From an optimization exercise on the open Yosys and OpenROAD flow, aimed at small area, a short achievable clock period and few clock cycles per item; shortcuts taken in it are not production practice.
RTL that was checked went through simulation tests only; none was proved equivalent to the original.

Design Final, start of the top module:
module Final(
    rst_n,
    clk,
    in_valid,
    weight_valid,
    I,
    W,
    out_valid,
    OUT
);
Size: about 190 flip-flops.
Settings: LEC_CHECK=0, CAP_MARGIN=20, CORE_MARGIN=2, CORE_UTILIZATION=40, SETUP_SLACK_MARGIN=4.1, SLEW_MARGIN=20, SYNTH_HIERARCHICAL=1; clock period 10.0 ns.
standard.sh (not shown) runs the stock make flow with config.mk's settings and CLKGATE_MAP_FILE= SYNTH_SCRIPT=/design/flow/synth_recipe.tcl, a recipe that flattens the netlist after the stock synthesis.
==> flow/flow/run.sh <==
#!/bin/bash
# Own layout flow: the standard flow (standard.sh, unchanged synthesis and
# steps) with
#  - port buffers made from the small sky130_fd_sc_hd__buf_1 instead of the
#    default delay buffer;
#  - clock tree synthesis without dummy loads and with smaller clock buffers.
# The make output goes to standard_flow.log here; ORFS keeps each step's log
# under orfs/logs.
set -euo pipefail
export BUFFER_PORTS_ARGS="-buffer_cell sky130_fd_sc_hd__buf_1"
export CTS_ARGS="-sink_clustering_enable -repair_clock_nets -dont_use_dummy_load -buf_list {sky130_fd_sc_hd__clkbuf_4 sky130_fd_sc_hd__clkbuf_8} -root_buf sky130_fd_sc_hd__clkbuf_8"
bash standard.sh > standard_flow.log 2>&1
Testbench counts at the start, summed over its fixed seeds: cycles 3,200, items 3,200.
Then changed:
PLACE_DENSITY = 0.75   (was default)
SETUP_SLACK_MARGIN = 3.9   (was 4.1)
After rerunning:
- cell count barely changes
- hold slack improved by 0.024 ns
- utilization fell by 1.4 points
- setup slack improved by 0.011 ns
- non-clock buffer count fell by 6
- synthesized area stays the same
Then changed:
PLACE_DENSITY = default   (was 0.75)
SETUP_SLACK_MARGIN = 4   (was 3.9)
Effect: The changed run produced a clean layout. Routed wire length shrinks slightly. Worst hold slack is worse by 0.021 ns. Global-route usage hardly moves. Area after synthesis stays the same. Via count shrinks by a few percent. Fmax grows slightly. Worst setup slack is better by 0.092 ns. Non-clock buffer count shrinks by 1. Critical path depth stays the same. Core utilization grows by 0.45 points.
Then changed:
CORE_UTILIZATION = 50   (was 40)
SETUP_SLACK_MARGIN = 3.9   (was 4)
=>
- global-route usage came out higher by 3.8 points
- area after synthesis is unchanged
- register-to-register slack degrades by 0.05 ns
- cell count came out lower by 5.6%
- wire length came out lower by 5.1%
- core utilization came out higher by 10 points
- worst setup slack degrades by 0.058 ns
Then changed:
CORE_UTILIZATION = 40   (was 50)
Global-route usage fell by 3.4 points.
Hold slack barely changes.
Via count hardly moves.

---

== harbor ==
Another version of the RTL of Final (not shown whole).
Size: about 1500 cells after synthesis.
==> flow/config.mk <==
export PLATFORM = sky130hd
export DESIGN_NAME = Final
export DESIGN_NICKNAME = Final
export VERILOG_FILES = /design/flow/design.v
export SDC_FILE = /design/flow/constraint.sdc
export NUM_CORES = 4
export LEC_CHECK = 0
export CAP_MARGIN = 20
export CORE_MARGIN = 2
export CORE_UTILIZATION = 40
export SETUP_SLACK_MARGIN = 4
export SLEW_MARGIN = 20
export SYNTH_HIERARCHICAL = 1
==> flow/constraint.sdc <==
create_clock -name core_clock -period 10.0 [get_ports {clk}]
set_input_delay 2.0000 -clock core_clock [delete_from_list [all_inputs] [get_ports {clk}]]
set_output_delay 2.0000 -clock core_clock [all_outputs]
set_load 0.01 [all_outputs]
==> flow/flow/run.sh <==
#!/bin/bash
# Own layout flow: the standard flow (standard.sh, unchanged synthesis and
# steps) with
#  - port buffers made from the small sky130_fd_sc_hd__buf_1 instead of the
#    default delay buffer;
#  - clock tree synthesis without dummy loads and with smaller clock buffers.
# The make output goes to standard_flow.log here; ORFS keeps each step's log
# under orfs/logs.
set -euo pipefail
export BUFFER_PORTS_ARGS="-buffer_cell sky130_fd_sc_hd__buf_1"
export CTS_ARGS="-sink_clustering_enable -sink_clustering_size 14 -repair_clock_nets -dont_use_dummy_load -buf_list {sky130_fd_sc_hd__clkbuf_4 sky130_fd_sc_hd__clkbuf_8} -root_buf sky130_fd_sc_hd__clkbuf_8"
bash standard.sh > standard_flow.log 2>&1
[inputs] juniper vs harbor
# harbor
export LEC_CHECK = 0
export CAP_MARGIN = 20
export CORE_MARGIN = 2
export CORE_UTILIZATION = 40
export SETUP_SLACK_MARGIN = 4
export SLEW_MARGIN = 20
export SYNTH_HIERARCHICAL = 1
create_clock -name core_clock -period 10.0 [get_ports {clk}]
# juniper
export LEC_CHECK = 0
export CAP_MARGIN = 20
export CORE_MARGIN = 2
export CORE_UTILIZATION = 40
export SETUP_SLACK_MARGIN = 4.5
export SLEW_MARGIN = 20
export SYNTH_HIERARCHICAL = 1
create_clock -name core_clock -period 10.0 [get_ports {clk}]
==> flow/flow/run.sh <==
#!/bin/bash
# Own layout flow: the standard flow (standard.sh, unchanged synthesis and
# steps) with the port buffers made from the small sky130_fd_sc_hd__buf_1
# instead of the default delay buffer. Each tool's output goes to a log here.
set -euo pipefail
export BUFFER_PORTS_ARGS="-buffer_cell sky130_fd_sc_hd__buf_1"
bash standard.sh > standard_flow.log 2>&1
--- outcome ---
In the metrics for harbor and juniper, the one carrying the lower total wirelength of the detailed-routed design is harbor.
Per the comparison of juniper with harbor, area of the multi-input gates went up.
Highest-delay cell along the critical path: sky130_fd_sc_hd__fa_1 -> harbor, sky130_fd_sc_hd__fa_2 -> juniper
juniper: no failed stages, no open violations at the end
harbor closes out successfully: all stages finished, all timing, DRC and antenna checks passed.
> inputs changed (juniper -> tundra)
# juniper
export LEC_CHECK = 0
export CAP_MARGIN = 20
export CORE_MARGIN = 2
export CORE_UTILIZATION = 40
export SETUP_SLACK_MARGIN = 4.5
export SLEW_MARGIN = 20
export SYNTH_HIERARCHICAL = 1
create_clock -name core_clock -period 10.0 [get_ports {clk}]
# tundra
export LEC_CHECK = 0
export CAP_MARGIN = 20
export CORE_MARGIN = 2
export CORE_UTILIZATION = 40
export SETUP_SLACK_MARGIN = 4
export SLEW_MARGIN = 20
export SYNTH_HIERARCHICAL = 1
create_clock -name core_clock -period 10.0 [get_ports {clk}]
### Flow results
- In terms of worst hold slack after final layout, tundra and juniper differ only marginally.
- Going from juniper to tundra, post-detailed-placement half-perimeter wirelength now sits at about the same level; post-cts repair resize count now sits lower.
- Time the final worst path needs with I/O delays and setup: tundra vs juniper down 60 ps
- tundra went all the way through synthesis, placement and routing and the layout is clean on timing, DRC and antenna.
- Register-to-register slack delta for tundra relative to juniper: 60 ps higher
- Compared with juniper, the detailed router inserted fewer vias in tundra.
- juniper has higher worst setup skew after layout than tundra.
- tundra against juniper: worst setup slack shows an increase of 60 ps; final net count dropped 16.
Edits applied to the flow inputs when going from tundra to amber:
# tundra
export LEC_CHECK = 0
export CAP_MARGIN = 20
export CORE_MARGIN = 2
export CORE_UTILIZATION = 40
export SETUP_SLACK_MARGIN = 4
export SLEW_MARGIN = 20
export SYNTH_HIERARCHICAL = 1
create_clock -name core_clock -period 10.0 [get_ports {clk}]
# amber
export LEC_CHECK = 0
export CAP_MARGIN = 20
export CORE_MARGIN = 2
export CORE_UTILIZATION = 40
export SETUP_SLACK_MARGIN = 3.5
export SLEW_MARGIN = 20
export SYNTH_HIERARCHICAL = 1
create_clock -name core_clock -period 10.0 [get_ports {clk}]
### Flow results
- The lower setup slack came out of amber.
- Going from tundra to amber, worst hold slack stayed essentially flat, clock-buffer cell count lost 4.8%, total non-filler cell area in the finished layout fell by about 8%, final cell count without fillers fell by 18, total global-route track usage went down 1.3 points.
- The post-CTS repair timing setup buffer count of amber falls short of that of tundra by 3.
- The sequential cell area share number comes out higher for amber vs tundra.
- Cell type of the slowest stage on the worst timing path: sky130_fd_sc_hd__fa_1 -> amber, sky130_fd_sc_hd__fa_2 -> tundra
Function was not checked in any run of this note: the RTL went through the layout flow alone.

-- separate check: timing with driven ports --
Ports are ideal in the flow. The routed layouts listed here were re-timed in OpenROAD.
Step 1, drivers: a clkbuf_16 drives clk and a buf_2 each remaining input, both assumed.
Step 2 adds t to the input delays and takes it off the output delays; t is the mean of the earliest and latest rising clock arrival at the registers after step 1. Input paths then give back, and output paths get back, about the clock's delay inside the block.
Slacks: ideal ports / drivers / drivers and shift; pairs: ideal ports / drivers.
run | t (ns) | setup slack, ns | worst setup path after step 2 | latest minus earliest clock arrival (ns) | pins driven straight from the clock port
the first run of note 1 | 0.609 | 3.944 / 3.893 / 3.357 | input to register | 0.042 / 0.041 | 1
the second run of note 1 | 0.604 | 3.955 / 3.853 / 3.249 | input to register | 0.032 / 0.032 | 1
the third run of note 1 | 0.615 | 4.047 / 3.945 / 3.330 | input to register | 0.045 / 0.045 | 1
the fourth run of note 1 | 0.551 | 3.989 / 3.808 / 3.257 | input to register | 0.037 / 0.037 | 1
the fifth run of note 1 | 0.615 | 4.004 / 3.846 / 3.231 | input to register | 0.039 / 0.039 | 1
harbor | 0.617 | 3.995 / 4.005 / 3.388 | input to register | 0.033 / 0.033 | 1
juniper | 0.522 | 3.925 / 3.787 / 3.266 | input to register | 0.016 / 0.017 | 1
tundra | 0.551 | 3.985 / 3.975 / 3.424 | input to register | 0.015 / 0.016 | 1
amber | 0.520 | 3.658 / 3.669 / 3.150 | input to register | 0.015 / 0.015 | 1
After both steps setup and hold are still met in every run listed. For the fifth run of note 1, which loses most, drivers alone change the setup slack by -0.158 ns; drivers and shift together by -0.773 ns.
